From an optimization exercise on the open Yosys and OpenROAD flow, aimed at small area and a short achievable clock period; shortcuts taken in it are not production practice.
Only simulation tests tie the RTL to the original design; equivalence was not proved.

[design/flow/config.mk]
export PLATFORM = sky130hd
export DESIGN_NAME = mips_core
export DESIGN_NICKNAME = mips_core
export VERILOG_FILES = /design/flow/design.v
export SDC_FILE = /design/flow/constraint.sdc
export NUM_CORES = 4
export LEC_CHECK = 0
export ABC_AREA = 1
export CAP_MARGIN = 35
export CORE_MARGIN = 2
export CORE_UTILIZATION = 40
export PLACE_DENSITY = 0.6
export SLEW_MARGIN = 30
[design/flow/constraint.sdc]
create_clock -name core_clock -period 92.0 [get_ports {clk}]
set_input_delay 18.4000 -clock core_clock [delete_from_list [all_inputs] [get_ports {clk}]]
set_output_delay 18.4000 -clock core_clock [all_outputs]
set_load 0.01 [all_outputs]
[design/flow/design.v]
module alu (
    data1,
    data2,
    shift_amount,
    alu_select,
    is_div,
    result
);
    input [31:0] data1;
    input [31:0] data2;
    input [4:0] shift_amount;
    input [5:0] alu_select;
    input is_div;                 
    output [31:0] result;
    reg [31:0] other;
    wire signed [31:0] signed_data1 = data1;
    wire signed [31:0] signed_data2 = data2;
    wire [31:0] product;
    bmul multiplier(.a(data1), .b(data2), .p(product));
    wire [31:0] quotient;
    rdiv divider(.a(data1), .b(data2), .q(quotient));
    always @(*) begin
        other = 0;
        case(alu_select)
            6'b000000 : other = data1 ^ data2;                        
            6'b000001 : other = data1 | data2;                        
            6'b000010 : other = ~(data1 | data2);                      
            6'b000011 : other = data1 & data2;                        
            6'b000100 : other = signed_data1 + signed_data2;          
            6'b000101 : other = signed_data1 - signed_data2;          
            6'b000110 : other = data2 + data1;                        
            6'b000111 : other = data1 - data2;                        
            6'b001000 : other = product;                              
            6'b001010 : other = data2 << shift_amount;                
            6'b001011 : other = data2 << data1;                       
            6'b001100 : other = data2 >> shift_amount;                
            6'b001101 : other = data2 >> data1;                       
            6'b001110 : other = signed_data2 >>> shift_amount;                      
            6'b001111 : other = {31'b0, signed_data1 < signed_data2};                        
            6'b010000 : other = 1;                                    
            6'b010001 : other = 1;                                    
            6'b010010 : other = {31'b0, signed_data1 < signed_data2};                    
            6'b010011 : other = data2 << 16;                        
            6'b010100 : other = 32'b0;                                  
            6'b010101 : other = data1;                              
            default: ;
        endcase
    end
    assign result = is_div ? quotient : other;
endmodule
module rdiv (
    input  [31:0] a,
    input  [31:0] b,
    output [31:0] q
);
    wire an = a[31], bn = b[31];
    wire [31:0] ua = an ? -a : a;
    wire [31:0] ub = bn ? -b : b;
    wire [34:0] M [0:7];
    assign M[0] = 35'd0;
    assign M[1] = {3'b0, ub};
    assign M[2] = {2'b0, ub, 1'b0};
    assign M[4] = {1'b0, ub, 2'b0};
    assign M[3] = M[1] + M[2];
    assign M[5] = M[1] + M[4];
    assign M[6] = {M[3][33:0], 1'b0};
    assign M[7] = M[4] + M[3];
    wire [31:0] uq;
    wire [1:0] R0 = ua[31:30];
    wire f01 = (ub < 32'd4);
    wire f02 = (ub < 32'd2);
    wire f03 = (ub < 32'd2);
    wire c01 = f01 & (R0 >= M[1][1:0]);
    wire c02 = f02 & (R0 >= M[2][1:0]);
    wire c03 = f03 & (R0 >= M[3][1:0]);
    wire [1:0] r0n = c03 ? R0 - M[3][1:0] : c02 ? R0 - M[2][1:0] : c01 ? R0 - M[1][1:0] : R0;
    assign uq[31] = c02;
    assign uq[30] = c03 | (c01 & ~c02);
    genvar t, k;
    generate
        for (t = 9; t >= 0; t = t - 1) begin : st
            localparam integer WR = 32 - 3 * t;            
            wire [WR-1:0] R8;
            wire [WR-1:0] rn;
            if (t == 9) begin : f
                assign R8 = {r0n, ua[29:27]};
            end else begin : n
                assign R8 = {st[t+1].rn, ua[3*t+2:3*t]};
            end
            wire [7:0] c;
            wire [WR:0] d [0:7];
            assign c[0] = 1'b1;
            assign d[0] = {1'b0, R8};
            for (k = 1; k < 8; k = k + 1) begin : cmp
                wire fk;
                if (WR >= 35) begin : wide
                    assign fk = 1'b1;
                end else begin : narrow
                    assign fk = ({3'b0, ub} < ((35'd1 << WR) + k - 1) / k);
                end
                assign d[k] = {1'b0, R8} - {1'b0, M[k][WR-1:0]};
                assign c[k] = fk & ~d[k][WR];
            end
            wire [7:0] s = c & ~{1'b0, c[7:1]};
            reg [WR-1:0] rsel;
            integer m;
            always @(*) begin
                rsel = {WR{1'b0}};
                for (m = 0; m < 8; m = m + 1)
                    rsel = rsel | ({WR{s[m]}} & d[m][WR-1:0]);
            end
            assign rn = rsel;
            assign uq[3*t+2] = c[4];
            assign uq[3*t+1] = (c[2] & ~c[4]) | c[6];
            assign uq[3*t] = (c[1] & ~c[2]) | (c[3] & ~c[4]) | (c[5] & ~c[6]) | c[7];
        end
    endgenerate
    wire [28:0] nhi = -uq[31:3];
    wire [2:0] m3 = uq[2:0];
    wire [31:0] nq = (m3 == 3'd0) ? {nhi, 3'b000} : {~uq[31:3], 3'd0 - m3};
    wire bz = (b == 32'b0);
    assign q = bz ? 32'b0 : (an ^ bn) ? nq : uq;
endmodule
module bmul (
    input  [31:0] a,
    input  [31:0] b,
    output [31:0] p
);
    wire [32:0] bx = {b, 1'b0};
    wire [31:0] pp [0:15];
    wire [31:0] negs;
    genvar i;
    generate
        for (i = 0; i < 16; i = i + 1) begin : row
            wire [2:0] t = bx[2*i+2:2*i];
            wire one = t[0] ^ t[1];
            wire two = (t == 3'b011) | (t == 3'b100);
            wire neg = t[2] & ~(t[1] & t[0]);
            localparam integer WI = 32 - 2 * i;
            wire [WI-1:0] ax = a[WI-1:0];
            wire [WI-1:0] a2 = {a[WI-2:0], 1'b0};
            wire [WI-1:0] mag = ({WI{one}} & ax) | ({WI{two}} & a2);
            wire [WI-1:0] sel = mag ^ {WI{neg}};
            if (i == 0) begin : r0
                assign pp[i] = sel;
            end else begin : rn
                assign pp[i] = {sel, {(2*i){1'b0}}};
            end
            assign negs[2*i] = neg;
            assign negs[2*i+1] = 1'b0;
        end
    endgenerate
    assign p = pp[0] + pp[1] + pp[2] + pp[3] + pp[4] + pp[5] + pp[6] + pp[7]
             + pp[8] + pp[9] + pp[10] + pp[11] + pp[12] + pp[13] + pp[14] + pp[15] + negs;
endmodule
module alu_ctrl (
    funct,
    alu_op,
    alu_select
);
    input [5:0] funct;
    input [4:0] alu_op;
    output reg [5:0] alu_select;
    always @(*) begin
        case(alu_op)
        5'b00000 : begin
            case(funct)
                6'b100110 : alu_select = 6'b000000;  
                6'b100101 : alu_select = 6'b000001;  
                6'b100111 : alu_select = 6'b000010;  
                6'b100100 : alu_select = 6'b000011;  
                6'b100000 : alu_select = 6'b000100;  
                6'b100010 : alu_select = 6'b000101;  
                6'b100001 : alu_select = 6'b000110;  
                6'b100011 : alu_select = 6'b000111;  
                6'b011000 : alu_select = 6'b001000;  
                6'b011010 : alu_select = 6'b001001;  
                6'b000000 : alu_select = 6'b001010;  
                6'b000100 : alu_select = 6'b001011;  
                6'b000010 : alu_select = 6'b001100;  
                6'b000110 : alu_select = 6'b001101;  
                6'b000011 : alu_select = 6'b001110;  
                6'b101010 : alu_select = 6'b001111;  
                6'b001100 : alu_select = 6'b010000;  
                6'b001000 : alu_select = 6'b010001;  
                default : alu_select = 6'b000000;
            endcase
        end
        5'b00001 : alu_select = 6'b000100;  
        5'b00010 : alu_select = 6'b000110;  
        5'b00011 : alu_select = 6'b000011;  
        5'b00100 : alu_select = 6'b000000;  
        5'b00101 : alu_select = 6'b000001;  
        5'b00110 : alu_select = 6'b010110;  
        5'b00111 : alu_select = 6'b010111;  
        5'b01000 : alu_select = 6'b011000;  
        5'b01001 : alu_select = 6'b011001;  
        5'b01010 : alu_select = 6'b011010;  
        5'b01011 : alu_select = 6'b000100;  
        5'b01100 : alu_select = 6'b000100;  
        5'b01101 : alu_select = 6'b000100;  
        5'b01110 : alu_select = 6'b000100;  
        5'b01111 : alu_select = 6'b010010;  
        5'b10000 : alu_select = 6'b010011;  
        5'b10001 : alu_select = 6'b010100;  
        5'b10010 : alu_select = 6'b010101;  
        5'b10011 : alu_select = 6'b010110;  
        5'b10100 : alu_select = 6'b010111;  
        5'b10101 : alu_select = 6'b011000;  
        5'b10110 : alu_select = 6'b011001;  
        5'b10111 : alu_select = 6'b011010;  
        5'b11000 : alu_select = 6'b011011;  
        5'b11001 : alu_select = 6'b011100;  
        5'b11010 : alu_select = 6'b011101;  
        5'b11011 : alu_select = 6'b011110;  
        5'b11100 : alu_select = 6'b010110;  
        5'b11101 : alu_select = 6'b010110;  
        5'b11110 : alu_select = 6'b010110;  
        default : alu_select = 6'b000000;
        endcase
    end
endmodule
module comparison_control (
    compare_op,
    compare_select
);
    input [4:0] compare_op;
    output reg [5:0] compare_select;
    always @(*) begin
        case(compare_op)
            5'b00110 : compare_select = 6'b010110;  
            5'b00111 : compare_select = 6'b010111;  
            5'b01000 : compare_select = 6'b011000;  
            5'b01001 : compare_select = 6'b011001;  
            5'b01010 : compare_select = 6'b011010;  
            default : compare_select = 6'b000000;
        endcase
    end
endmodule
module comparison_unit (
    compare_select,
    data1,
    data2,
    zero
);
    input [5:0] compare_select;
    input [31:0] data1, data2;
    output reg zero;
    wire signed [31:0] signed_data1;
    wire signed [31:0] signed_data2;
    assign signed_data1 = data1;
    assign signed_data2 = data2;
    always @(*) begin
        zero = 1'b0;
        case(compare_select)
            6'b010110 : zero = (signed_data1 == signed_data2);       
            6'b010111 : zero = (signed_data1 != signed_data2);       
            6'b011000 : zero = (signed_data1 <= 0);                  
            6'b011001 : zero = (signed_data1 > 0);                   
            6'b011010 : zero = (signed_data1 >= 0);                  
            default: ;
        endcase
    end
endmodule
module control_unit(
    is_hazard_detected,
    opcode,
    funct,
    reg_write_en,
    reg_dst,
    alu_src,
    alu_op,
    mem_write_en,
    mem_read_en,
    mem_to_reg,
    branch,
    halted,
    jr,
    jal,
    b,
    jump,
    unsign,
    load,
    cache_en
);
    input is_hazard_detected;
    input [5:0] opcode;
    input [5:0] funct;
    output reg reg_write_en;
    output reg [1:0] reg_dst;
    output reg alu_src;
    output reg [4:0] alu_op;
    output reg mem_write_en;
    output reg mem_read_en;
    output reg mem_to_reg;
    output reg branch;
    output reg halted;
    output reg b;
    output reg jr;
    output reg jal;
    output reg jump;
    output reg unsign;
    output reg load;
    output reg cache_en;
    always @(*) begin
        reg_write_en = 1'b0;
        reg_dst = 2'b00; 
        alu_src = 1'b0;
        alu_op = 5'b00000;
        mem_write_en = 1'b0;
        mem_read_en = 1'b0;
        mem_to_reg = 1'b0;
        branch = 1'b0;
        halted = 1'b0;
        b = 1'b0;
        jr = 1'b0;
        jal = 1'b0;
        jump = 1'b0;
        unsign = 1'b0;
        load = 1'b0;
        cache_en = 1'b0;
        if (is_hazard_detected == 1'b0) begin
            case(opcode)
                6'b000000 :  
                    case(funct)
                        6'b001100 :  
                            begin
                                reg_dst = 2'b01;
                                halted = 1'b1;
                            end
                        6'b001000 :  
                            begin
                                jr = 1'b1;
                            end
                        default : 
                            begin 
                                reg_write_en = 1'b1;
                                reg_dst = 2'b01;
                            end
                    endcase
                6'b001000 :  
                begin
                    reg_write_en = 1'b1;
                    alu_src = 1'b1;
                    alu_op = 5'b00001;
                end
                6'b001001 :  
                begin 
                    reg_write_en = 1'b1;
                    alu_src = 1'b1;
                    alu_op = 5'b00010;
                    unsign = 1'b1;
                end
                6'b001100 :  
                begin
                    reg_write_en = 1'b1;
                    alu_src = 1'b1;
                    alu_op = 5'b00011;
                end
                6'b001110 :  
                begin
                    reg_write_en = 1'b1;
                    alu_src = 1'b1;
                    alu_op = 5'b00100;
                end
                6'b001101 :  
                begin
                    reg_write_en = 1'b1;
                    alu_src = 1'b1;
                    alu_op = 5'b00101;
                    unsign = 1'b1;
                end
                6'b000100 :  
                begin
                    alu_src = 1'b0;
                    alu_op = 5'b00110;        
                    branch = 1'b1;
                end
                6'b000101 :  
                begin
                    alu_src = 1'b0;
                    alu_op = 5'b00111;        
                    branch = 1'b1;
                end
                6'b000110 :  
                begin
                    alu_src = 1'b1;
                    alu_op = 5'b01000;        
                    branch = 1'b1;
                end
                6'b000111 :  
                begin
                    alu_src = 1'b1;
                    alu_op = 5'b01001;        
                    branch = 1'b1;
                end
                6'b000001 :  
                begin
                    alu_src = 1'b1;
                    alu_op = 5'b01010;        
                    branch = 1'b1;
                end
                6'b100011 :  
                begin
                    reg_write_en = 1'b1;
                    reg_dst = 2'b00;
                    alu_src = 1'b1;
                    alu_op = 5'b01011;
                    mem_read_en = 1'b1;
                    mem_to_reg = 1'b1;
                    load = 1'b1;
                    cache_en = 1'b1;
                end
                6'b101011 :  
                begin
                    alu_src = 1'b1;
                    alu_op = 5'b01100;
                    cache_en = 1'b1;
                end
                6'b100000 :  
                begin
                    reg_write_en = 1'b1;
                    alu_src = 1'b1;
                    alu_op = 5'b01101;
                    mem_read_en = 1'b1;
                    mem_to_reg = 1'b1;
                    b = 1'b1;
                    load = 1'b1;
                    cache_en = 1'b1;
                end
                6'b101000 :  
                begin
                    alu_src = 1'b1;
                    alu_op = 5'b01110;
                    b = 1'b1;
                    cache_en = 1'b1;
                end
                6'b001010 :  
                begin
                    reg_write_en = 1'b1;
                    alu_src = 1'b1;
                    alu_op = 5'b01111;
                end
                6'b001111 :  
                begin
                    reg_write_en = 1'b1;
                    alu_src = 1'b1;
                    alu_op = 5'b10000;
                end
                6'b000010 :  
                begin
                    alu_src = 1'b1;
                    jump = 1'b1;
                end
                6'b000011 :  
                begin
                    reg_write_en = 1'b1;
                    reg_dst = 2'b10; 
                    alu_op = 5'b10010;
                    jal = 1'b1;
                    jump = 1'b1;
                end
                default : ;
            endcase
        end
    end
endmodule
module hazard_detection (
    src1_ID,
    src2_ID,
    write_reg_EXE,
    write_reg_MEM,
    reg_write_en_EXE,
    reg_write_en_MEM,
    mem_to_reg_EXE,
    opcode_ID,
    opcode_EXE,
    funct,
    is_hazard_detected
);
    input [4:0] src1_ID, src2_ID;
    input [4:0] write_reg_EXE, write_reg_MEM;
    input reg_write_en_EXE, reg_write_en_MEM, mem_to_reg_EXE;
    input [5:0] opcode_ID, funct, opcode_EXE;
    output is_hazard_detected;
    wire src1_is_valid, src2_is_valid, exe_has_hazard, mem_has_hazard, hazard, inst_is_branch, inst_is_store_or_beq_or_bne;
    assign inst_is_store_or_beq_or_bne = (opcode_ID == 6'b000100) || (opcode_ID == 6'b000101) ||  
    (opcode_ID == 6'b101011) || (opcode_ID == 6'b101000);  
    assign src2_is_valid = inst_is_store_or_beq_or_bne ||
    ((opcode_ID == 6'b000000) && (funct != 6'b001100) && (funct != 6'b001000));
    assign src1_is_valid = (opcode_ID != 6'b000010) && (opcode_ID != 6'b000011) && 
    ((opcode_ID == 6'b000000) && (funct != 6'b001100));
    assign inst_is_branch = (opcode_ID == 6'b000100) || (opcode_ID == 6'b000101) || 
    (opcode_ID == 6'b000110) || (opcode_ID == 6'b000111) || (opcode_ID == 6'b000001);
    assign exe_has_hazard = reg_write_en_EXE && write_reg_EXE != 5'b00000 && ((src1_is_valid && (src1_ID == write_reg_EXE)) || (src2_is_valid && (src2_ID == write_reg_EXE)));
    assign mem_has_hazard = reg_write_en_MEM && write_reg_MEM != 5'b00000 && ((src1_is_valid && (src1_ID == write_reg_MEM)) || (src2_is_valid && (src2_ID == write_reg_MEM)));
    assign hazard = exe_has_hazard || mem_has_hazard;
    assign is_hazard_detected = (inst_is_branch && hazard) || (mem_to_reg_EXE && mem_has_hazard);
endmodule
module Forwarding_EXE (
    src1_EXE,
    src2_EXE,
    store_src_EXE,
    write_reg_MEM,
    write_reg_WB,
    reg_write_en_MEM,
    reg_write_en_WB,
    alu_input1_sel,
    alu_input2_sel,
    store_val_sel
);
    input [4:0] src1_EXE, src2_EXE, store_src_EXE;
    input [4:0] write_reg_MEM, write_reg_WB;
    input reg_write_en_MEM, reg_write_en_WB;
    output reg [1:0] alu_input1_sel, alu_input2_sel, store_val_sel;
    always @(*) begin
        {alu_input1_sel, alu_input2_sel, store_val_sel} = 0;
        if ((store_src_EXE != 5'b00000) && reg_write_en_MEM && (store_src_EXE == write_reg_MEM)) begin
            store_val_sel = 2'b01;
        end
        else if ((store_src_EXE != 5'b00000) && reg_write_en_WB && (store_src_EXE == write_reg_WB)) begin
            store_val_sel = 2'b10;
        end
        if ((src1_EXE != 5'b00000) && reg_write_en_MEM && (src1_EXE == write_reg_MEM)) begin
            alu_input1_sel = 2'b01;
        end
        else if ((src1_EXE != 5'b00000) && reg_write_en_WB && (src1_EXE == write_reg_WB)) begin
            alu_input1_sel = 2'b10;
        end
        if ((src2_EXE != 5'b00000) && reg_write_en_MEM && (src2_EXE == write_reg_MEM)) begin
            alu_input2_sel = 2'b01;
        end
        else if ((src2_EXE != 5'b00000) && reg_write_en_WB && (src2_EXE == write_reg_WB)) begin
            alu_input2_sel = 2'b10;
        end
    end
endmodule
module complex_forwarding_EXE (
    src1_EXE,
    src2_EXE,
    src3_EXE,
    src4_EXE,
    store_src_EXE,
    store_src2_EXE,
    write_reg_MEM,
    write_reg2_MEM,
    write_reg_WB,
    write_reg2_WB,
    reg_write_en_MEM,
    reg_write_en_WB,
    alu_input1_sel,
    alu_input2_sel,
    alu_input3_sel,
    alu_input4_sel,
    store_val_sel,
    store_val2_sel  
);
    input [3:0] src1_EXE, src2_EXE, src3_EXE, src4_EXE, store_src_EXE, store_src2_EXE;
    input [3:0] write_reg_MEM, write_reg2_MEM, write_reg_WB, write_reg2_WB;
    input reg_write_en_MEM, reg_write_en_WB;
    output reg [2:0] alu_input1_sel, alu_input2_sel, alu_input3_sel, alu_input4_sel, store_val_sel, store_val2_sel;
    always @(*) begin
        {alu_input1_sel, alu_input2_sel, alu_input3_sel, alu_input4_sel, store_val_sel, store_val2_sel} = 0;
        if ((store_src_EXE != 4'b0000) && reg_write_en_MEM && (store_src_EXE == write_reg_MEM)) begin
            store_val_sel = 3'b001;
        end
        else if ((store_src_EXE != 4'b0000) && reg_write_en_WB && (store_src_EXE == write_reg_WB)) begin
            store_val_sel = 3'b010;
        end 
        if ((store_src2_EXE != 4'b0000) && reg_write_en_MEM && (store_src2_EXE == write_reg_MEM)) begin
            store_val2_sel = 3'b001;
        end
        else if ((store_src2_EXE != 4'b0000) && reg_write_en_WB && (store_src2_EXE == write_reg_WB)) begin
            store_val2_sel = 3'b010;
        end 
        if ((store_src_EXE != 4'b0000) && reg_write_en_MEM && (store_src_EXE == write_reg2_MEM)) begin
            store_val_sel = 3'b011;
        end
        else if ((store_src_EXE != 4'b0000) && reg_write_en_WB && (store_src_EXE == write_reg2_WB)) begin
            store_val_sel = 3'b100;
        end 
        if ((store_src2_EXE != 4'b0000) && reg_write_en_MEM && (store_src2_EXE == write_reg2_MEM)) begin
            store_val2_sel = 3'b011;
        end
        else if ((store_src2_EXE != 4'b0000) && reg_write_en_WB && (store_src2_EXE == write_reg2_WB)) begin
            store_val2_sel = 3'b100;
        end
        if ((src1_EXE != 4'b0000) && reg_write_en_MEM && (src1_EXE == write_reg_MEM)) begin
            alu_input1_sel = 3'b001;
        end
        else if ((src1_EXE != 4'b0000) && reg_write_en_WB && (src1_EXE == write_reg_WB)) begin
            alu_input1_sel = 3'b010;
        end 
        if ((src2_EXE != 4'b0000) && reg_write_en_MEM && (src2_EXE == write_reg_MEM)) begin
            alu_input2_sel = 3'b001;
        end
        else if ((src2_EXE != 4'b0000) && reg_write_en_WB && (src2_EXE == write_reg_WB)) begin
            alu_input2_sel = 3'b010;
        end 
        if ((src1_EXE != 4'b0000) && reg_write_en_MEM && (src1_EXE == write_reg2_MEM)) begin
            alu_input1_sel = 3'b011;
        end
        else if ((src1_EXE != 4'b0000) && reg_write_en_WB && (src1_EXE == write_reg2_WB)) begin
            alu_input1_sel = 3'b100;
        end 
        if ((src2_EXE != 4'b0000) && reg_write_en_MEM && (src2_EXE == write_reg2_MEM)) begin
            alu_input2_sel = 3'b011;
        end
        else if ((src2_EXE != 4'b0000) && reg_write_en_WB && (src2_EXE == write_reg2_WB)) begin
            alu_input2_sel = 3'b100;
        end
        if ((src3_EXE != 4'b0000) && reg_write_en_MEM && (src3_EXE == write_reg_MEM)) begin
            alu_input3_sel = 3'b001;
        end
        else if ((src3_EXE != 4'b0000) && reg_write_en_WB && (src3_EXE == write_reg_WB)) begin
            alu_input3_sel = 3'b010;
        end 
        if ((src4_EXE != 4'b0000) && reg_write_en_MEM && (src4_EXE == write_reg_MEM)) begin
            alu_input4_sel = 3'b001;
        end
        else if ((src4_EXE != 4'b0000) && reg_write_en_WB && (src4_EXE == write_reg_WB)) begin
            alu_input4_sel = 3'b010;
        end 
        if ((src3_EXE != 4'b0000) && reg_write_en_MEM && (src3_EXE == write_reg2_MEM)) begin
            alu_input3_sel = 3'b011;
        end
        else if ((src3_EXE != 4'b0000) && reg_write_en_WB && (src3_EXE == write_reg2_WB)) begin
            alu_input3_sel = 3'b100;
        end 
        if ((src4_EXE != 4'b0000) && reg_write_en_MEM && (src4_EXE == write_reg2_MEM)) begin
            alu_input4_sel = 3'b011;
        end
        else if ((src4_EXE != 4'b0000) && reg_write_en_WB && (src4_EXE == write_reg2_WB)) begin
            alu_input4_sel = 3'b100;
        end
    end
endmodule
module regfile(
    rs_data,
    rt_data,
    rs_num,
    rt_num,
    rd_num,
    rd_data,
    rd_we,
    clk,
    rst_b
);
    parameter XLEN=32, size=32;
    output [XLEN-1:0] rs_data;
    output [XLEN-1:0] rt_data;
    input       [4:0] rs_num;
    input       [4:0] rt_num;
    input       [4:0] rd_num;
    input  [XLEN-1:0] rd_data;
    input             rd_we;
    input             clk;
    input             rst_b;
    reg [XLEN-1:0] data[1:size-1];
    reg [size-1:1] valid;
    assign rs_data = (rs_num != 0 && valid[rs_num]) ? data[rs_num] : {XLEN{1'b0}};
    assign rt_data = (rt_num != 0 && valid[rt_num]) ? data[rt_num] : {XLEN{1'b0}};
    always @(posedge clk, negedge rst_b) begin
        if (rst_b == 0)
            valid <= 0;
        else if (rd_we && (rd_num != 0))
            valid[rd_num] <= 1'b1;
    end
    always @(posedge clk) begin
        if (rd_we && (rd_num != 0))
            data[rd_num] <= rd_data;
    end
endmodule
module cache(
    clk,
    rst_b,
    cache_addr,
    cache_data_out,
    cache_data_in,
    mem_write_en,
    mem_addr,
    mem_data_in,
    mem_data_out,
    load,
    cache_en
);
    input clk;
    input rst_b;
    input [31:0] cache_addr;
    output reg [31:0] cache_data_out;
    input [31:0] cache_data_in;
    output reg mem_write_en;
    output reg [31:0] mem_addr;
    output reg [31:0] mem_data_in;
    input [31:0] mem_data_out;
    input load;
    input cache_en;
    reg [31:0] cache_memory[0:15];
    reg [25:0] tag_array[0:15];
    reg [15:0] valid_array;
    reg [15:0] dirty_array;
    reg [3:0] cycle;
    wire [25:0] address_tag = cache_addr[31:6];
    wire [3:0] address_block = cache_addr[5:2];
    wire [25:0] line_tag = tag_array[address_block];
    wire line_valid = valid_array[address_block];
    wire tag_match = (address_tag == line_tag);
    wire hit = tag_match && line_valid;
    wire st0 = (cycle == 4'd0);
    wire st1 = (cycle == 4'd1);
    wire st5 = (cycle == 4'd5);
    wire st9 = (cycle == 4'd9);
    wire wr_data = cache_en && ((st0 && hit && !load) || (st5 && !load) || st9);
    wire [31:0] wdata = st9 ? mem_data_out : cache_data_in;
    wire wr_tag = cache_en && ((st5 && !load) || st9);
    wire set_dirty = cache_en && ((st0 && hit && !load) || (st5 && !load));
    always @(posedge clk) begin
        if (wr_data)
            cache_memory[address_block] <= wdata;
        if (wr_tag)
            tag_array[address_block] <= address_tag;
    end
    always @(posedge clk, negedge rst_b) begin
        if (!rst_b) begin
            valid_array <= 16'b0;
            dirty_array <= 16'b0;
        end else begin
            if (wr_tag)
                valid_array[address_block] <= 1'b1;
            if (set_dirty)
                dirty_array[address_block] <= 1'b1;
        end
    end
    always @(posedge clk, negedge rst_b) begin
        if (!rst_b) begin
            cycle <= 4'b0;
            mem_write_en <= 1'b0;
            cache_data_out <= 32'b0;
            mem_addr <= 32'b0;
            mem_data_in <= 32'b0;
        end
        else begin
            if (cache_en) begin
                case(cycle)
                    4'b0: begin
                        if (hit) begin
                            if (load)
                                cache_data_out <= cache_memory[address_block];
                        end
                        else
                            cycle <= 4'b0001;
                    end
                    4'b0001: begin
                        if (!tag_match && line_valid) begin
                            if (dirty_array[address_block]) begin
                                mem_data_in <= cache_memory[address_block];
                                mem_addr <= {line_tag, address_block, 2'b0};
                                mem_write_en <= 1'b1;
                                cycle <= 4'b0010;  
                            end
                            else
                                cycle <= 4'b0101;
                        end
                        else cycle <= 4'b0101;
                    end
                    4'b0010: cycle <= 4'b0011;
                    4'b0011: cycle <= 4'b0100;
                    4'b0100: cycle <= 4'b0101;
                    4'b0101: begin
                        if (load) begin
                            mem_write_en <= 1'b0;
                            mem_addr <= cache_addr;
                            cycle <= 4'b0110;
                        end
                        else
                            cycle <= 4'b1010;
                    end
                    4'b0110: cycle <= 4'b0111;
                    4'b0111: cycle <= 4'b1000;
                    4'b1000: cycle <= 4'b1001;
                    4'b1001: cycle <= 4'b1010;
                    4'b1010: cycle <= 4'b0;
                    default: cycle <= 4'b0;
                endcase
            end
        end
    end
endmodule
module IFStage (
    clk,
    rst_b,
    is_hazard_detected,
    new_PC,
    PC
);
    input clk, rst_b, is_hazard_detected;
    input [31:0] new_PC;
    output reg [31:0] PC;
    always @(posedge clk, negedge rst_b) begin
        if (rst_b == 1'b0)
            PC <= 32'b0;
        else if (is_hazard_detected)
            PC <= PC;
        else
            PC <= new_PC;
    end
endmodule
module IF2ID (
    clk,
    rst_b,
    freeze,
    flush,
    PC_in,
    inst_in,
    inst,
    PC_add_4
);
    input clk, rst_b, freeze, flush;
    input [31:0] PC_in, inst_in;
    output reg [31:0] inst, PC_add_4;    
    always @(posedge clk, negedge rst_b) begin
        if (rst_b == 1'b0) begin
            PC_add_4 <= 32'd4;
            inst <= 32'b0;
        end
        else if (freeze == 1'b0) begin
            if (flush) begin
                PC_add_4 <= PC_in;
                inst <= 32'b0;
            end
            else begin
                PC_add_4 <= PC_in + 4;
                inst <= inst_in;
            end
        end
        else begin
            PC_add_4 <= PC_add_4;
            inst <= inst;
        end
    end
endmodule
module IDStage (
    is_hazard_detected,
    inst,
    PC_add_4,
    rs_data,
    rt_data,
    halted,
    mem_to_reg,
    reg_write_en,
    b,
    jal,
    is_load,
    cache_en,
    program_flow_change_taken,
    alu_select,
    rs_num,
    rt_num,
    src2_forwarding,
    opcode,
    val1,
    val2,
    new_PC,
    write_register,
    shift_amount,
    func
);
    input is_hazard_detected;
    input [31:0] inst, PC_add_4, rs_data, rt_data;
    output halted;
    output mem_to_reg, reg_write_en, b, jal, is_load, cache_en, program_flow_change_taken;
    output [5:0] alu_select;
    output [5:0] opcode, func;
    output [31:0] new_PC;
    output [4:0] shift_amount;
    output [4:0] rs_num, rt_num, src2_forwarding;
    output reg [4:0] write_register;
    output [31:0] val1;
    output [31:0] val2;
    wire [4:0] rd_num;
    wire [31:0] signed_extend_immediate;
    wire [31:0] zero_extend_immediate;
    wire [31:0] shifted_immediate;
    wire [27:0] jump_shifted;
    wire [31:0] jump_address;
    wire [31:0] PC_4_immediate;
    wire [31:0] extended_immediate;
    assign opcode = inst[31:26];
    assign rs_num = inst[25:21];
    assign rt_num = inst[20:16];
    assign rd_num = inst[15:11];
    assign shift_amount = inst[10:6];
    assign func = inst[5:0];
    assign signed_extend_immediate = {{16{inst[15]}}, inst[15:0]};
    assign zero_extend_immediate = {16'b0, inst[15:0]};
    assign extended_immediate = unsign ? zero_extend_immediate : signed_extend_immediate;
    assign shifted_immediate = signed_extend_immediate << 2;
    assign PC_4_immediate = PC_add_4 + shifted_immediate;
    assign jump_shifted = {inst[25:0], 2'b0};
    assign jump_address = {PC_add_4[31:28], jump_shifted};
    assign program_flow_change_taken = (branch && zero) || jump || jr;
    wire branch;
    wire alu_src;
    wire jr;
    wire jump;
    wire unsign;
    wire mem_write_en;
    wire mem_read_en;
    wire [1:0] reg_dst;
    wire [4:0] alu_op;
    wire [5:0] compare_select;
    wire zero;
    wire [31:0] PC_temp1, PC_temp2;
    control_unit controlUnit(
        .is_hazard_detected(is_hazard_detected),
        .opcode(opcode),
        .funct(func),
        .reg_write_en(reg_write_en),
        .reg_dst(reg_dst),
        .alu_src(alu_src),
        .alu_op(alu_op),
        .mem_write_en(mem_write_en),
        .mem_read_en(mem_read_en),
        .mem_to_reg(mem_to_reg),
        .branch(branch),
        .halted(halted),
        .b(b),
        .jr(jr),
        .jal(jal),
        .jump(jump),
        .unsign(unsign),
        .load(is_load),
        .cache_en(cache_en)
    );
    alu_ctrl aluControl(
        .funct(func),
        .alu_op(alu_op),
        .alu_select(alu_select)
    );
    comparison_control compare_ctrl(
        .compare_op(alu_op),
        .compare_select(compare_select)
    );
    comparison_unit compare_unit(
        .compare_select(compare_select),
        .data1(rs_data),
        .data2(rt_data),
        .zero(zero)
    );
    assign PC_temp1 = (branch && zero) ? PC_4_immediate : PC_add_4;
    assign PC_temp2 = (jump) ? jump_address : PC_temp1;
    assign new_PC = (jr) ? rs_data : PC_temp2;
    always @(*) begin
        case (reg_dst) 
            2'b0 : write_register = rt_num;
            2'b01 : write_register = rd_num;
            2'b10 : write_register = 5'b11111;
            default : write_register = 5'b00000;
        endcase
    end
    assign val1 = rs_data;
    assign val2 = jal ? new_PC : (alu_src ? extended_immediate : rt_data);
    assign src2_forwarding = ((alu_src == 1'b0) || (opcode == 6'b101011) || (opcode == 6'b101000)) ? rt_num : 5'b00000;
endmodule
module ID2EXE (
    clk,
    rst_b,
    mem_to_reg_in,
    reg_write_en_in,
    write_register_in,
    val1_in,
    val2_in,
    rt_data_in,
    alu_select_in,
    is_div_in,
    shift_amount_in,
    jal_in,
    b_in,
    is_load_in,
    cache_en_in,
    halted_in,
    fwd1_in,
    fwd2_in,
    fwds_in,
    mem_to_reg,
    reg_write_en,
    write_register,
    val1_out,
    val2_out,
    rt_data,
    alu_select,
    is_div,
    shift_amount,
    jal,
    b,
    is_load,
    cache_en,
    halted,
    fwd1,
    fwd2,
    fwds
);
    input clk, rst_b, mem_to_reg_in, reg_write_en_in, jal_in, b_in, is_load_in, cache_en_in, halted_in;
    input [4:0] write_register_in, shift_amount_in;
    input [5:0] alu_select_in;
    input is_div_in;
    input [31:0] val1_in, val2_in, rt_data_in;
    input [1:0] fwd1_in, fwd2_in, fwds_in;
    output reg mem_to_reg, reg_write_en, jal, b, is_load, cache_en, halted;
    output reg [4:0] write_register, shift_amount;
    output reg [5:0] alu_select;
    output reg is_div;
    output reg [31:0] val1_out, val2_out, rt_data;
    output reg [1:0] fwd1, fwd2, fwds;
    always @(posedge clk, negedge rst_b) begin
        if (rst_b == 1'b0) begin
            {mem_to_reg, reg_write_en, jal, b, is_load, cache_en, halted, fwd1, fwd2, fwds} <= 0;
        end
        else begin
            mem_to_reg <= mem_to_reg_in;
            reg_write_en <= reg_write_en_in;
            jal <= jal_in;
            b <= b_in;
            is_load <= is_load_in;
            cache_en <= cache_en_in;
            halted <= halted_in;
            fwd1 <= fwd1_in;
            fwd2 <= fwd2_in;
            fwds <= fwds_in;
        end
    end
    always @(posedge clk) begin
        write_register <= write_register_in;
        shift_amount <= shift_amount_in;
        alu_select <= alu_select_in;
        is_div <= is_div_in;
        val1_out <= val1_in;
        val2_out <= val2_in;
        rt_data <= rt_data_in;
    end
endmodule
module EXEStage (
    val1,
    val2,
    rt_data,
    alu_result_MEM,
    rd_data_WB,
    fwd1,
    fwd2,
    fwds,
    jal,
    is_load,
    alu_select,
    is_div,
    shift_amount,
    alu_result,
    aux
);
    input [31:0] val1, val2, rt_data, alu_result_MEM, rd_data_WB;
    input [1:0] fwd1, fwd2, fwds;
    input jal, is_load;
    input [5:0] alu_select;
    input is_div;
    input [4:0] shift_amount;
    output [31:0] alu_result;
    output [31:0] aux;
    reg [31:0] alu_input1, alu_input2, store_val;
    always @(*) begin
        case (fwd1)
            2'b01: alu_input1 = alu_result_MEM;
            2'b10: alu_input1 = rd_data_WB;
            default: alu_input1 = val1;
        endcase
        case (fwd2)
            2'b01: alu_input2 = alu_result_MEM;
            2'b10: alu_input2 = rd_data_WB;
            default: alu_input2 = val2;
        endcase
        case (fwds)
            2'b01: store_val = alu_result_MEM;
            2'b10: store_val = rd_data_WB;
            default: store_val = rt_data;
        endcase
    end
    assign aux = jal ? val2 : (is_load ? rt_data : store_val);
    alu alu(
        .data1(alu_input1),
        .data2(alu_input2),
        .shift_amount(shift_amount),
        .alu_select(alu_select),
        .is_div(is_div),
        .result(alu_result)
    );
endmodule
module EXE2MEM (
    clk,
    rst_b,
    mem_to_reg_in,
    reg_write_en_in,
    is_load_in,
    cache_en_in,
    jal_in,
    b_in,
    write_register_in,
    aux_in,
    alu_result_in,
    halted_in,
    mem_to_reg,
    reg_write_en,
    is_load,
    cache_en,
    jal,
    b,
    write_register,
    aux,
    alu_result,
    halted
);
    input clk, rst_b, mem_to_reg_in, reg_write_en_in, is_load_in, cache_en_in, jal_in, b_in, halted_in;
    input [4:0] write_register_in;
    input [31:0] aux_in, alu_result_in;
    output reg mem_to_reg, reg_write_en, is_load, cache_en, jal, b, halted;
    output reg [4:0] write_register;
    output reg [31:0] aux, alu_result;
    always @(posedge clk, negedge rst_b) begin
        if (rst_b == 1'b0) begin
            {mem_to_reg, reg_write_en, is_load, cache_en, jal, b, halted} <= 0;
        end
        else begin
            mem_to_reg <= mem_to_reg_in;
            reg_write_en <= reg_write_en_in;
            is_load <= is_load_in;
            cache_en <= cache_en_in;
            jal <= jal_in;
            b <= b_in;
            halted <= halted_in;
        end
    end
    always @(posedge clk) begin
        write_register <= write_register_in;
        aux <= aux_in;
        alu_result <= alu_result_in;
    end
endmodule
module MEMStage (
    clk,
    rst_b,
    cache_addr,
    store_val,
    cache_en,
    is_load,
    mem_write_en,
    b,
    mem_data_out,
    mem_addr,
    cache_data_out,
    mem_data_in
);
    input clk, rst_b, cache_en, is_load, b;
    input [31:0] cache_addr, store_val;
    input [31:0] mem_data_out;
    output [31:0] mem_data_in;
    output [31:0] mem_addr, cache_data_out;
    output mem_write_en;
    wire [31:0] cache_data_in;
    assign cache_data_in[7:0] = b ? (cache_addr[1:0] == 2'd3 ? store_val[7:0] : cache_data_out[7:0]) : store_val[7:0];
    assign cache_data_in[15:8] = b ? (cache_addr[1:0] == 2'd2 ? store_val[7:0] : cache_data_out[15:8]) : store_val[15:8];
    assign cache_data_in[23:16] = b ? (cache_addr[1:0] == 2'd1 ? store_val[7:0] : cache_data_out[23:16]) : store_val[23:16];
    assign cache_data_in[31:24] = b ? (cache_addr[1:0] == 2'd0 ? store_val[7:0] : cache_data_out[31:24]) : store_val[31:24];
    cache cache_memory(
        .clk(clk),
        .rst_b(rst_b),
        .cache_addr(cache_addr),
        .cache_data_out(cache_data_out),
        .cache_data_in(cache_data_in),
        .mem_write_en(mem_write_en),
        .mem_addr(mem_addr),
        .mem_data_in(mem_data_in),
        .mem_data_out(mem_data_out),
        .load(is_load),
        .cache_en(cache_en)
    );
endmodule
module MEM2WB (
    clk,
    rst_b,
    reg_write_en_in,
    write_register_in,
    rd_data_in,
    reg_write_en,
    write_register,
    rd_data
);
    input clk, rst_b, reg_write_en_in;
    input [4:0] write_register_in;
    input [31:0] rd_data_in;
    output reg reg_write_en;
    output reg [4:0] write_register;
    output reg [31:0] rd_data;
    always @(posedge clk, negedge rst_b) begin
        if (rst_b == 1'b0) begin
            reg_write_en <= 1'b0;
        end
        else begin
            reg_write_en <= reg_write_en_in;
        end
    end
    always @(posedge clk) begin
        write_register <= write_register_in;
        rd_data <= rd_data_in;
    end
endmodule
module WBStage (
    mem_to_reg,
    b,
    jal,
    cache_data_out,
    alu_result,
    aux,
    rd_data
);
    input mem_to_reg, b, jal;
    input [31:0] cache_data_out, alu_result;
    input [31:0] aux;             
    output [31:0] rd_data;
    reg [7:0] low;
    always @(*) begin
        if (mem_to_reg) begin
            if (b) begin
                case (alu_result[1:0])
                    2'd0: low = cache_data_out[31:24];
                    2'd1: low = cache_data_out[23:16];
                    2'd2: low = cache_data_out[15:8];
                    default: low = cache_data_out[7:0];
                endcase
            end
            else low = cache_data_out[7:0];
        end
        else low = alu_result[7:0];
    end
    wire [31:8] high = b ? aux[31:8] : (mem_to_reg ? cache_data_out[31:8] : alu_result[31:8]);
    assign rd_data = jal ? aux : {high, low};
endmodule
module mips_core(
    inst_addr,
    inst,
    mem_addr,
    mem_data_out,
    mem_data_in,
    mem_write_en,
    halted,
    clk,
    rst_b
);
    output  [31:0] inst_addr;
    input   [31:0] inst;
    output  [31:0] mem_addr;
    input   [31:0] mem_data_out;
    output  [31:0] mem_data_in;
    output         mem_write_en;
    output         halted;
    input          clk;
    input          rst_b;
    wire is_hazard_detected;
    wire [31:0] PC_IF, PC_ID, new_PC_ID;
    assign inst_addr = PC_IF;
    wire [31:0] inst_ID;
    wire prog_fl_chg_tkn_ID;
    wire mem_to_reg_ID, reg_write_en_ID, b_ID, jal_ID, is_load_ID, cache_en_ID, halted_ID;
    wire [5:0] alu_select_ID, opcode_ID, inst_func_ID;
    wire [4:0] rs_num_ID, rt_num_ID, src2_forwarding_ID, write_register_ID, shift_amount_ID;
    wire [31:0] val1_ID, val2_ID, rs_data_ID, rt_data_ID;
    wire [1:0] fwd1_ID, fwd2_ID, fwds_ID;
    wire mem_to_reg_EXE, reg_write_en_EXE, b_EXE, jal_EXE, is_load_EXE, cache_en_EXE, halted_EXE;
    wire [5:0] alu_select_EXE;
    wire is_div_EXE;
    wire [4:0] write_register_EXE, shift_amount_EXE;
    wire [31:0] val1_EXE, val2_EXE, rt_data_EXE;
    wire [1:0] fwd1_EXE, fwd2_EXE, fwds_EXE;
    wire [31:0] alu_result_EXE, aux_EXE;
    wire mem_to_reg_MEM, reg_write_en_MEM, b_MEM, jal_MEM, is_load_MEM, cache_en_MEM;
    wire [4:0] write_register_MEM;
    wire [31:0] alu_result_MEM, aux_MEM, cache_data_out_MEM, rd_data_MEM;
    wire reg_write_en_WB;
    wire [4:0] write_register_WB;
    wire [31:0] rd_data_WB;
    IFStage ifstage(
        .clk(clk),
        .rst_b(rst_b),
        .is_hazard_detected(is_hazard_detected),
        .new_PC(new_PC_ID),
        .PC(PC_IF)
    );
    IF2ID if2id(
        .clk(clk),
        .rst_b(rst_b),
        .freeze(is_hazard_detected),
        .flush(prog_fl_chg_tkn_ID),
        .PC_in(PC_IF),
        .inst_in(inst),
        .inst(inst_ID),
        .PC_add_4(PC_ID)
    );
    IDStage idstage(
        .is_hazard_detected(is_hazard_detected),
        .inst(inst_ID),
        .PC_add_4(PC_ID),
        .rs_data(rs_data_ID),
        .rt_data(rt_data_ID),
        .halted(halted_ID),
        .mem_to_reg(mem_to_reg_ID),
        .reg_write_en(reg_write_en_ID),
        .b(b_ID),
        .jal(jal_ID),
        .is_load(is_load_ID),
        .cache_en(cache_en_ID),
        .program_flow_change_taken(prog_fl_chg_tkn_ID),
        .alu_select(alu_select_ID),
        .rs_num(rs_num_ID),
        .rt_num(rt_num_ID),
        .src2_forwarding(src2_forwarding_ID),
        .opcode(opcode_ID),
        .val1(val1_ID),
        .val2(val2_ID),
        .new_PC(new_PC_ID),
        .write_register(write_register_ID),
        .shift_amount(shift_amount_ID),
        .func(inst_func_ID)
    );
    Forwarding_EXE forwarding_EXE(
        .src1_EXE(rs_num_ID),
        .src2_EXE(src2_forwarding_ID),
        .store_src_EXE(write_register_ID),
        .write_reg_MEM(write_register_EXE),
        .write_reg_WB(write_register_MEM),
        .reg_write_en_MEM(reg_write_en_EXE),
        .reg_write_en_WB(reg_write_en_MEM),
        .alu_input1_sel(fwd1_ID),
        .alu_input2_sel(fwd2_ID),
        .store_val_sel(fwds_ID)
    );
    ID2EXE id2exe(
        .clk(clk),
        .rst_b(rst_b),
        .mem_to_reg_in(mem_to_reg_ID),
        .reg_write_en_in(reg_write_en_ID),
        .write_register_in(write_register_ID),
        .val1_in(val1_ID),
        .val2_in(val2_ID),
        .rt_data_in(rt_data_ID),
        .alu_select_in(alu_select_ID),
        .is_div_in(alu_select_ID == 6'b001001),
        .shift_amount_in(shift_amount_ID),
        .jal_in(jal_ID),
        .b_in(b_ID),
        .is_load_in(is_load_ID),
        .cache_en_in(cache_en_ID),
        .halted_in(halted_ID),
        .fwd1_in(fwd1_ID),
        .fwd2_in(fwd2_ID),
        .fwds_in(fwds_ID),
        .mem_to_reg(mem_to_reg_EXE),
        .reg_write_en(reg_write_en_EXE),
        .write_register(write_register_EXE),
        .val1_out(val1_EXE),
        .val2_out(val2_EXE),
        .rt_data(rt_data_EXE),
        .alu_select(alu_select_EXE),
        .is_div(is_div_EXE),
        .shift_amount(shift_amount_EXE),
        .jal(jal_EXE),
        .b(b_EXE),
        .is_load(is_load_EXE),
        .cache_en(cache_en_EXE),
        .halted(halted_EXE),
        .fwd1(fwd1_EXE),
        .fwd2(fwd2_EXE),
        .fwds(fwds_EXE)
    );
    EXEStage exestage(
        .val1(val1_EXE),
        .val2(val2_EXE),
        .rt_data(rt_data_EXE),
        .alu_result_MEM(alu_result_MEM),
        .rd_data_WB(rd_data_WB),
        .fwd1(fwd1_EXE),
        .fwd2(fwd2_EXE),
        .fwds(fwds_EXE),
        .jal(jal_EXE),
        .is_load(is_load_EXE),
        .alu_select(alu_select_EXE),
        .is_div(is_div_EXE),
        .shift_amount(shift_amount_EXE),
        .alu_result(alu_result_EXE),
        .aux(aux_EXE)
    );
    EXE2MEM exe2mem(
        .clk(clk),
        .rst_b(rst_b),
        .mem_to_reg_in(mem_to_reg_EXE),
        .reg_write_en_in(reg_write_en_EXE),
        .is_load_in(is_load_EXE),
        .cache_en_in(cache_en_EXE),
        .jal_in(jal_EXE),
        .b_in(b_EXE),
        .write_register_in(write_register_EXE),
        .aux_in(aux_EXE),
        .alu_result_in(alu_result_EXE),
        .halted_in(halted_EXE),
        .mem_to_reg(mem_to_reg_MEM),
        .reg_write_en(reg_write_en_MEM),
        .is_load(is_load_MEM),
        .cache_en(cache_en_MEM),
        .jal(jal_MEM),
        .b(b_MEM),
        .write_register(write_register_MEM),
        .aux(aux_MEM),
        .alu_result(alu_result_MEM),
        .halted(halted)
    );
    MEMStage memstage(
        .clk(clk),
        .rst_b(rst_b),
        .cache_addr(alu_result_MEM),
        .store_val(aux_MEM),
        .cache_en(cache_en_MEM),
        .is_load(is_load_MEM),
        .b(b_MEM),
        .mem_data_out(mem_data_out),
        .mem_addr(mem_addr),
        .mem_write_en(mem_write_en),
        .cache_data_out(cache_data_out_MEM),
        .mem_data_in(mem_data_in)
    );
    WBStage wbstage(
        .mem_to_reg(mem_to_reg_MEM),
        .b(b_MEM),
        .jal(jal_MEM),
        .cache_data_out(cache_data_out_MEM),
        .alu_result(alu_result_MEM),
        .aux(aux_MEM),
        .rd_data(rd_data_MEM)
    );
    MEM2WB mem2wb(
        .clk(clk),
        .rst_b(rst_b),
        .reg_write_en_in(reg_write_en_MEM),
        .write_register_in(write_register_MEM),
        .rd_data_in(rd_data_MEM),
        .reg_write_en(reg_write_en_WB),
        .write_register(write_register_WB),
        .rd_data(rd_data_WB)
    );
    regfile RegisterFile(
        .rs_data(rs_data_ID),
        .rt_data(rt_data_ID),
        .rs_num(rs_num_ID),
        .rt_num(rt_num_ID),
        .rd_num(write_register_WB),
        .rd_data(rd_data_WB),
        .rd_we(reg_write_en_WB),
        .clk(clk),
        .rst_b(rst_b)
    );
    hazard_detection hazard_detection_unit(
        .src1_ID(rs_num_ID),
        .src2_ID(rt_num_ID),
        .write_reg_EXE(write_register_EXE),
        .write_reg_MEM(write_register_MEM),
        .reg_write_en_EXE(reg_write_en_EXE),
        .reg_write_en_MEM(reg_write_en_MEM),
        .mem_to_reg_EXE(mem_to_reg_EXE),
        .opcode_ID(opcode_ID),
        .opcode_EXE(6'b0),
        .funct(inst_func_ID),
        .is_hazard_detected(is_hazard_detected)
    );
endmodule
[design/flow/run.sh]
#!/bin/bash
# synth_recipe.tcl (not shown) runs the flow's synth.tcl, then flattens the netlist and writes it again
# the make line also repeats each setting of config.mk as NAME=value (left out here)
make -C /OpenROAD-flow-scripts/flow DESIGN_CONFIG=/design/flow/config.mk WORK_HOME=/design/flow/orfs CLKGATE_MAP_FILE= SYNTH_SCRIPT=/design/flow/synth_recipe.tcl finish
==> results of run 1 <==
final timing paths:
path / from / end / slack, ns / depth (start not counted)
min in group asynchronous: rst_b / exe2mem.halted / 17.50 / 1
hold / removal: id2exe.b / exe2mem.b / 0.40 / 0
hold reg to reg: id2exe.b / exe2mem.b / 0.40 / 0
max in group asynchronous: rst_b / if2id.inst[21] / 73.00 / 2
setup / recovery: id2exe.fwd2[0] / exe2mem.alu_result[25] / 39.11 / 253
setup reg to reg: id2exe.fwd2[0] / exe2mem.alu_result[25] / 39.11 / 253
metrics by stage:
stage                     cells  hold slack [ns]  cell area [um2]  utilization, %
after floorplan           23200            0.331           189000               -
after global placement    29100            0.401           200000            42.5
after detailed placement  29200            0.393           201000            42.6
after CTS                 29600            0.404           208000            44.3
after global routing      29600            0.424           209000            44.3
final                     29700            0.402           209000            44.3
layout make-up:
class | count | area, um2
fill | 46400 | 262000
multi-input combinational | 17600 | 109000
sequential | 2417 | 69000
inverter | 2163 | 8190
tap | 6223 | 7790
timing repair buffer | 840 | 7000
clock buffer | 319 | 6650
clock inverter | 130 | 1210
antenna | 37 | 92.6
cells by family (layout without fill, tap and decap cells):
| family | Yosys count | after routing | synth area share, % |
|---|---|---|---|
| compound gates | 7090 | 7090 | 21.9 |
| xor+xnor | 1035 | 1035 | 4.80 |
| fa+ha+maj | 1881 | 1881 | 13.4 |
| buf+inv | 3254 | 3452 | 6.52 |
| flops | 2417 | 2417 | 36.5 |
| mux | 65 | 65 | 0.350 |
| other cells | 0 | 37 | 0 |
| simple gates | 7483 | 7483 | 16.5 |
layout by cell type (no fill, tap or decap), drive strengths merged, types with 174 or more instances in the layout:
master  count
fa        241
xnor2     281
a21oi    2558
nor2     1844
buf       674
o21bai    198
inv      2126
a221oi    241
clkbuf    321
nand4     174
dfrtp     278
nor3      258
o21ai    2310
nand2    4017
xor2      754
ha       1640
dfxtp     218
nand3     863
o22ai     626
edfxtp   1920
per-layer routing:
metal	vias up	track usage, %	wire length, um
li1	82300	-	-
met1	88700	47.8	355000
met2	11500	51.6	364000
met3	2429	10.0	111000
met4	42	16.9	50900
met5	-	0	391
==> reports/qor.csv, run 1 <==
metric,value,unit
wirelength,881000,um
clk_pin_slew,0.08,ns
grt_usage,35.3,%
path_max_fanout,48,
placementRows,252,
ant_nets,0,
critPathTopFamily,compound AO/OA/AOI/OAI gates,
die_area,478000,um2
synth_common_cells,"nand2_1 (3,974), a21oi_1 (2,552), o21ai_0 (2,227)",
fmax,18.9,MHz
crit_slowest_cell,o2111ai_1,
area_delta_synth_final,10.5,%
finalSetupViolCount,0,
cts_buffers,245,
drv_slew,0,
max_stage_delay,0.95,ns
syn_area,189000,um2
synth_top_cell_by_area,edfxtp_1,
worstMarginPinSlew,1.15,ns
place_congestion,1.05,
largest-register,RegisterFile.data,
drt_iter0_markers,26800,
post_cts_buffers,0,
grt_max_degree,184,
finalCritPeriodShare,57.5,%
final-hold-violation-count,0,
yosysWarnings,18,
setup_ws,39.11,ns
clock_latency,0.98,ns
clkSinkCount,2417,
reg_top3,"RegisterFile.data (992), memstage.cache_memory.cache_memory (512), memstage.cache_memory.tag_array (416)",
fin_nets,25200,
die_h,691,um
synthDistinctLibCells,92,
die_x,691,um
status,"complete, no violations",
worst_ep_arrival_time,53.70,ns
path_common_cell,nand2_1,
antenna_found_initial,75,
grt_pass1_vias,171000,
drc,0,
detail_route.vias_per_cell,6.23,
io_pins,164,
portBuffers,163,
place_hpwl,610000,um
cts_buffer_depth,4,
largest_reg_flops,992,
routedWlPerCell,29.7,um
drive_gt1_share,6.79,%
postCtsHoldBufs,0,
period_needed,52.89,ns
synth-seq-area-share,36.5,%
hold_class,reg2reg,
coreArea,471000,um2
synthCells,23200,
dr.pass1.iters,10,
syn_nets,25200,
htree_levels,4,
cts_resized,0,
tns,0,ns
path_class,reg2reg,
cts_root_buf,clkbuf_16,
crit_path_end_kind,flip-flop,
synth_edf_count,1920,
slew-limit-headroom,22.4,%
fin_skew,0.0838,ns
grt_first_pass_wirelength,1240000,um
cp_data_required_time,92.81,ns
ys.flop_type,edfxtp_1,
ys_ff_latch,2417,
grt_overflow,0,
cts_tree,built,
syn_avg_cell_area,8.14,um2
startpoint_type,flip-flop,
dp_slack,40.61,ns
initial_core_util,40.1,%
synth_area_leaders,"edfxtp_1 (31%), ha_1 (11%), nand2_1 (7.9%)",
async_flop_share,11.5,%
rsz0062_at_grt,false,
yosysMostFrequentCell,nand2_1,
drv_cap,0,
crit_buf_inv,40,
synth_top_area_share,30.5,%
vias,185000,
==> inputs of run 2 (changes only) <==
==> design/flow/flow/run.sh (new file) <==
#!/bin/bash
# The standard layout (standard.sh), with timing repair asked to overfix
# setup by a margin, using gate sizing only (no buffering, cloning or pin
# swaps), so the netlist keeps the synthesized structure.
set -e
export SETUP_SLACK_MARGIN=58
export SETUP_MOVE_SEQUENCE=sizeup
export SKIP_GATE_CLONING=1
export SKIP_PIN_SWAP=1
export SKIP_BUFFER_REMOVAL=1
export SKIP_LAST_GASP=1
bash standard.sh > standard.log 2>&1
==> design/flow/standard.sh (new file) <==
#!/bin/bash
# synth_recipe.tcl (not shown) runs the flow's synth.tcl, then flattens the netlist and writes it again
# the make line also repeats each setting of config.mk as NAME=value (left out here)
make -C /OpenROAD-flow-scripts/flow DESIGN_CONFIG=/design/flow/config.mk WORK_HOME=/design/flow/orfs CLKGATE_MAP_FILE= SYNTH_SCRIPT=/design/flow/synth_recipe.tcl "${@:-finish}"
removed: design/flow/run.sh
==> run 2 against run 1 <==
Against the previous run: cell count about the same; still clean on timing, DRC and antenna; global-route usage rose by 0.82 points; sequential share of layout area decreased by 0.83 points; critical path type unchanged; critical path depth rose by 4.
==> reports/qor.csv, run 2 <==
metric,value,unit
syn_nets,25200,
postCtsHoldBufs,0,
crit_buf_inv,44,
cts_root_buf,clkbuf_16,
dr.pass1.iters,9,
synth_area_leaders,"edfxtp_1 (31%), ha_1 (11%), nand2_1 (7.9%)",
synth_top_cell_by_area,edfxtp_1,
largest-register,RegisterFile.data,
area_delta_synth_final,13.3,%
synth_edf_count,1920,
clock_latency,1.01,ns
wirelength,901000,um
final_common_cell,nand2_1,
die_area,478000,um2
grt_overflow,0,
max_stage_delay,0.88,ns
yosysWarnings,18,
clkSinkCount,2417,
die_h,691,um
post_cts_buffers,0,
slew-limit-headroom,24.7,%
setup_ws,49.62,ns
drt_iter0_markers,25600,
critPathTopFamily,compound AO/OA/AOI/OAI gates,
coreArea,471000,um2
wl_met3,110000,um
cp_data_required_time,92.85,ns
io_pins,164,
startpoint_type,flip-flop,
place_congestion,1.04,
mostFrequentLayoutCells,"nand2_1 (3,875), a21oi_1 (2,431), o21ai_0 (2,097)",
routedWlPerCell,30.3,um
cts_buffer_depth,4,
finalSetupViolCount,0,
initial_core_util,40.1,%
hold_class,reg2reg,
fin_skew,0.103,ns
worstMarginPinSlew,1.13,ns
ant_nets,0,
highest_layer,met5,
cts_resized,664,
synth-seq-area-share,36.5,%
cts_buffers,266,
grt_pass1_vias,172000,
synth_common_cells,"nand2_1 (3,974), a21oi_1 (2,552), o21ai_0 (2,227)",
grt_first_pass_wirelength,1260000,um
cts_tree,built,
reg_top3,"RegisterFile.data (992), memstage.cache_memory.cache_memory (512), memstage.cache_memory.tag_array (416)",
placementRows,252,
syn_area,189000,um2
crit_path_end_kind,flip-flop,
status,"complete, no violations",
antenna_found_initial,75,
yosysMostFrequentCell,nand2_1,
die_x,691,um
fin_nets,25200,
crit_slowest_cell,nand4_1,
ys_ff_latch,2417,
wl_met1,370000,um
portBuffers,163,
vias,186000,
worst_ep_arrival_time,43.22,ns
period_needed,42.38,ns
tns,0,ns
final-hold-violation-count,0,
drc,0,
synthDistinctLibCells,92,
grt_max_degree,166,
drv_cap,0,
htree_levels,5,
path_common_cell,nand2_2,
dp_slack,41.87,ns
clk_pin_slew,0.06,ns
synth_top_area_share,30.5,%
grt_usage,36.1,%
finalCritPeriodShare,46.1,%
rsz0062_at_grt,true,
path_class,reg2reg,
async_flop_share,11.5,%
largest_reg_flops,992,
ys.flop_type,edfxtp_1,
place_hpwl,621000,um
detail_route.vias_per_cell,6.27,
syn_avg_cell_area,8.14,um2
path_max_fanout,48,
fmax,23.6,MHz
drv_slew,0,
drive_gt1_share,9.73,%
wl_met2,372000,um
synthCells,23200,
run 2: changes by cell type in the layout (fill, tap and decap cells not counted), moves of 40 or more:
cell     delta
a21oi_1   -102
a21oi_2    +80
ha_1       -94
ha_4       +90
inv_1      -67
nand2_1    -97
nand2_2    +64
nor2_1     -61
o21ai_0    -99
o21ai_1    +40
o21ai_2    +46
run 2: final timing paths:
check,cells after the start,to,start,slack (ns)
min in group asynchronous,1,exe2mem.halted,rst_b,17.35
min,0,exe2mem.halted,id2exe.halted,0.35
min reg2reg,0,exe2mem.halted,id2exe.halted,0.35
max,257,exe2mem.alu_result[25],id2exe.fwd2[0],49.62
max reg2reg,257,exe2mem.alu_result[25],id2exe.fwd2[0],49.62
max in group asynchronous,5,if2id.inst[14],rst_b,71.18
run 2: metrics by stage:
step	instance area (um2)	cells	utilization [%]	hold slack, ns
floorplan	190000	23200	-	0.331
global placement	201000	29100	42.6	0.336
CTS	213000	29700	45.2	0.348
global route	214000	29700	45.5	0.359
detailed placement	201000	29200	42.7	0.335
finish	214000	29700	45.5	0.346
run 2: per-layer routing:
| metal | vias to the layer above | track usage [%] |
|---|---|---|
| li1 | 82400 | - |
| met3 | 2118 | 8.66 |
| met1 | 90200 | 50.5 |
| met5 | - | 0 |
| met4 | 24 | 16.0 |
| met2 | 11300 | 52.7 |
run 2: cell type report:
cell class	instances	area (um2)
Timing Repair Buffer	837	7170
Inverter	2163	8410
Clock inverter	127	1350
Clock buffer	352	7320
Antenna cell	20	50.0
Fill cell	46200	257000
Sequential cell	2417	69000
Tap cell	6223	7790
Multi-Input combinational cell	17600	113000
run 2: kinds of logic (layout without fill, tap and decap cells):
group / count (synthesis) / after routing / synth area share, %
muxes: 65 / 65 / 0.350
xor gates and xnor gates: 1035 / 1035 / 4.80
buffers and inverters: 3254 / 3479 / 6.52
DFF: 2417 / 2417 / 36.5
and+or+nand+nor: 7483 / 7483 / 16.5
other: 0 / 20 / 0
adders and majority gates: 1881 / 1881 / 13.4
AOI/OAI and AO/OA: 7090 / 7090 / 21.9
==> inputs of run 3 (changes only) <==
--- a/design/flow/design.v
+++ b/design/flow/design.v
@@ -15,8 +15,7 @@
     reg [31:0] other;
     wire signed [31:0] signed_data1 = data1;
     wire signed [31:0] signed_data2 = data2;
-    wire [31:0] product;
-    bmul multiplier(.a(data1), .b(data2), .p(product));
+    wire [31:0] product = signed_data1 * signed_data2;
     wire [31:0] quotient;
     rdiv divider(.a(data1), .b(data2), .q(quotient));
     always @(*) begin
@@ -121,38 +120,6 @@
     wire bz = (b == 32'b0);
     assign q = bz ? 32'b0 : (an ^ bn) ? nq : uq;
 endmodule
-module bmul (
-    input  [31:0] a,
-    input  [31:0] b,
-    output [31:0] p
-);
-    wire [32:0] bx = {b, 1'b0};
-    wire [31:0] pp [0:15];
-    wire [31:0] negs;
-    genvar i;
-    generate
-        for (i = 0; i < 16; i = i + 1) begin : row
-            wire [2:0] t = bx[2*i+2:2*i];
-            wire one = t[0] ^ t[1];
-            wire two = (t == 3'b011) | (t == 3'b100);
-            wire neg = t[2] & ~(t[1] & t[0]);
-            localparam integer WI = 32 - 2 * i;
-            wire [WI-1:0] ax = a[WI-1:0];
-            wire [WI-1:0] a2 = {a[WI-2:0], 1'b0};
-            wire [WI-1:0] mag = ({WI{one}} & ax) | ({WI{two}} & a2);
-            wire [WI-1:0] sel = mag ^ {WI{neg}};
-            if (i == 0) begin : r0
-                assign pp[i] = sel;
-            end else begin : rn
-                assign pp[i] = {sel, {(2*i){1'b0}}};
-            end
-            assign negs[2*i] = neg;
-            assign negs[2*i+1] = 1'b0;
-        end
-    endgenerate
-    assign p = pp[0] + pp[1] + pp[2] + pp[3] + pp[4] + pp[5] + pp[6] + pp[7]
-             + pp[8] + pp[9] + pp[10] + pp[11] + pp[12] + pp[13] + pp[14] + pp[15] + negs;
-endmodule
 module alu_ctrl (
     funct,
     alu_op,
==> design/flow/flow/run.sh (replaced) <==
#!/bin/bash
# The standard layout (standard.sh), with timing repair asked to overfix
# setup by a margin: the divider paths already meet the clock, and without a
# margin repair_timing leaves them at minimum size.
set -e
export SETUP_SLACK_MARGIN=58
bash standard.sh > standard.log 2>&1
==> run 3 against run 2 <==
Against the previous run: still clean; design area increased by 6.7%; first-iteration DRC count grew 7.9%; via count up 6.1%; critical path depth decreased by 59; critical endpoint is now exe2mem.alu_result[12]; highest routed layer unchanged.
==> reports/qor.csv, run 3 <==
metric,value,unit
routedWlPerCell,29.4,um
multi_input_area,121000,um2
clock_latency,1.00,ns
setup.worst_path.start,id2exe.fwd2[1],
whs,0.365,ns
grt_overflow,0,
die_area,499000,um2
cp_data_required_time,92.87,ns
tns,0,ns
seqCellArea,69100,um2
grt_usage,35.9,%
grt_max_degree,174,
cts_root_buf,clkbuf_16,
synth_edf_count,1920,
cts_tree,built,
r2r_start,id2exe.fwd2[1],
place_hpwl,652000,um
area_delta_synth_final,15.9,%
crit_buf_inv,39,
fmax,30.1,MHz
io_pins,164,
rr_endpoint,exe2mem.alu_result[12],
grt_first_pass_wirelength,1310000,um
holdCritStartpoint,id2exe.cache_en,
yosysWarnings,17,
final_common_cell,nand2_1,
cp.depth,198,
crit_path_end_kind,flip-flop,
slew-limit-headroom,22.7,%
crit_slowest_cell,o211ai_1,
crit_path_end,exe2mem.alu_result[12],
rsz0062_at_grt,true,
path_class,reg2reg,
worst_ep_arrival_time,34.08,ns
n_fill_cell,47700,
place_congestion,1.05,
clkSinkCount,2417,
synth_top_area_share,29.2,%
drc,0,
ys.flop_type,edfxtp_1,
period_needed,33.21,ns
synth_top_cell_by_area,edfxtp_1,
portBuffers,163,
syn_nets,26900,
ys_ff_latch,2417,
syn_area,197000,um2
antenna_found_initial,84,
drive_gt1_share,12.4,%
placed_area,209000,um2
finalCritPeriodShare,36.1,%
die_x,706,um
clk_pin_slew,0.09,ns
fin_skew,0.0928,ns
drt_iter0_markers,27600,
status,"complete, no violations",
final_area,229000,um2
synthCells,24700,
finalSetupViolCount,0,
synth_area_leaders,"edfxtp_1 (29%), ha_1 (11%), nand2_1 (9.3%)",
mostFrequentLayoutCells,"nand2_1 (4,727), a21oi_1 (2,385), inv_1 (2,288)",
drv_slew,0,
startpoint_type,flip-flop,
worstMarginPinSlew,1.15,ns
detail_route.vias_per_cell,6.16,
initial_core_util,40.2,%
reg_top3,"RegisterFile.data (992), memstage.cache_memory.cache_memory (512), memstage.cache_memory.tag_array (416)",
ff2ff_path_depth,198,
hold_class,reg2reg,
coreArea,490000,um2
vias,197000,
path_max_fanout,17,
largest_reg_flops,992,
fin_nets,27500,
ant_nets,0,
cts_buffer_depth,4,
syn_avg_cell_area,7.99,um2
yosysMostFrequentCell,nand2_1,
synth-seq-area-share,35.0,%
final-hold-violation-count,0,
max_stage_delay,0.80,ns
critPathTopFamily,compound AO/OA/AOI/OAI gates,
synthDistinctLibCells,102,
r2r_slack,58.79,ns
dr.pass1.iters,7,
cts_buffers,244,
htree_levels,4,
largest-register,RegisterFile.data,
die_h,706,um
grt_pass1_vias,181000,
placementRows,257,
async_flop_share,11.5,%
drv_cap,0,
synth_common_cells,"nand2_1 (4,859), a21oi_1 (2,533), inv_1 (2,362)",
wirelength,941000,um
## run 3: final cells by class
class,count,area share [%]
multi-input combinational,18700,52.9
sequential,2417,30.2
timing repair buffer,1444,5.60
inverter,2501,4.27
tap,6475,3.54
clock buffer,313,2.89
clock inverter,144,0.585
antenna,32,0.0350
timing repair inverter,2,0.00712
## run 3: metrics by stage
stage | setup WS, ns | cells | utilization (%)
3_3_place_gp | 46.27 | 30800 | 42.4
5_1_grt | 57.56 | 32000 | 46.6
2_1_floorplan | 58.04 | 24700 | -
6_report | 58.79 | 32000 | 46.6
4_1_cts | 58.00 | 31600 | 45.1
3_5_place_dp | 46.12 | 30900 | 42.6
## run 3: worst min path at each step
stage	end	slack (ns)	cells after the start
after global placement	exe2mem.cache_en	0.33	0
final	exe2mem.cache_en	0.36	0
after global routing	exe2mem.cache_en	0.39	0
after floorplan	exe2mem.write_register[4]	0.33	0
after detailed placement	exe2mem.cache_en	0.35	0
after CTS	exe2mem.cache_en	0.37	0
## run 3: cell families (layout without fill, tap and decap cells)
family                     after synthesis  count (layout)  share of synthesized area [%]
xor gates and xnor gates               795             795                           3.53
and+or+nand+nor                       8816            8818                           18.6
adders and majority gates             2130            2130                           15.3
DFF                                   2417            2417                           35.0
other                                    0              32                              0
buffers and inverters                 3573            4404                           7.04
muxes                                   64              64                          0.330
AOI/OAI and AO/OA                     6890            6890                           20.2
## run 3: timing repair
action                                  4_1_cts  5_1_grt
hold buffers                                  0        0
setup buffers                               252      367
endpoints found under the setup margin       32       32
pin swaps                                   149      399
gates resized for setup                     568      893
gates cloned                                  4       11
## run 3: worst register-to-register path: cells and delay by family (launching register included)
kind | cells | cell delay (ns)
flip-flops | 1 | 0.42
multiplexers | 1 | 0.18
AND/OR/NAND/NOR | 79 | 10.48
adder cells (fa/ha/maj) | 14 | 3.79
XOR/XNOR | 2 | 0.61
AO/OA/AOI/OAI | 63 | 12.08
buffers and inverters | 39 | 5.54
## run 3: metal layers
metal	global-route usage (%)	part of all wire, %	up-vias
li1	-	-	87400
met1	48.5	39	94900
met2	52.6	41	12300
met3	9.16	13	2722
met4	19.1	6.6	50
met5	0	0.040	-

==> port drivers added, routing unchanged <==
Ports are ideal in the flow. The routed layouts listed here were re-timed in OpenROAD.
Step 1 assumes that a clkbuf_16 drives the clock port and a buf_2 every other input.
Step 2 adds t to the input delays and takes it off the output delays; t is the mean of the earliest and latest rising clock arrival at the registers after step 1. Input paths then give back, and output paths get back, about the clock's delay inside the block.
a / b / c = ideal ports / drivers / drivers and shift; a / b = the first two.
run	shift t [ns]	setup slack, ns	cell pins on the clock port's net
run 1	1.060	39.105 / 39.105 / 39.105	1
run 2	1.070	49.624 / 49.624 / 49.624	1
run 3	1.053	58.788 / 58.788 / 58.788	1
After both steps setup and hold are still met in every run listed.
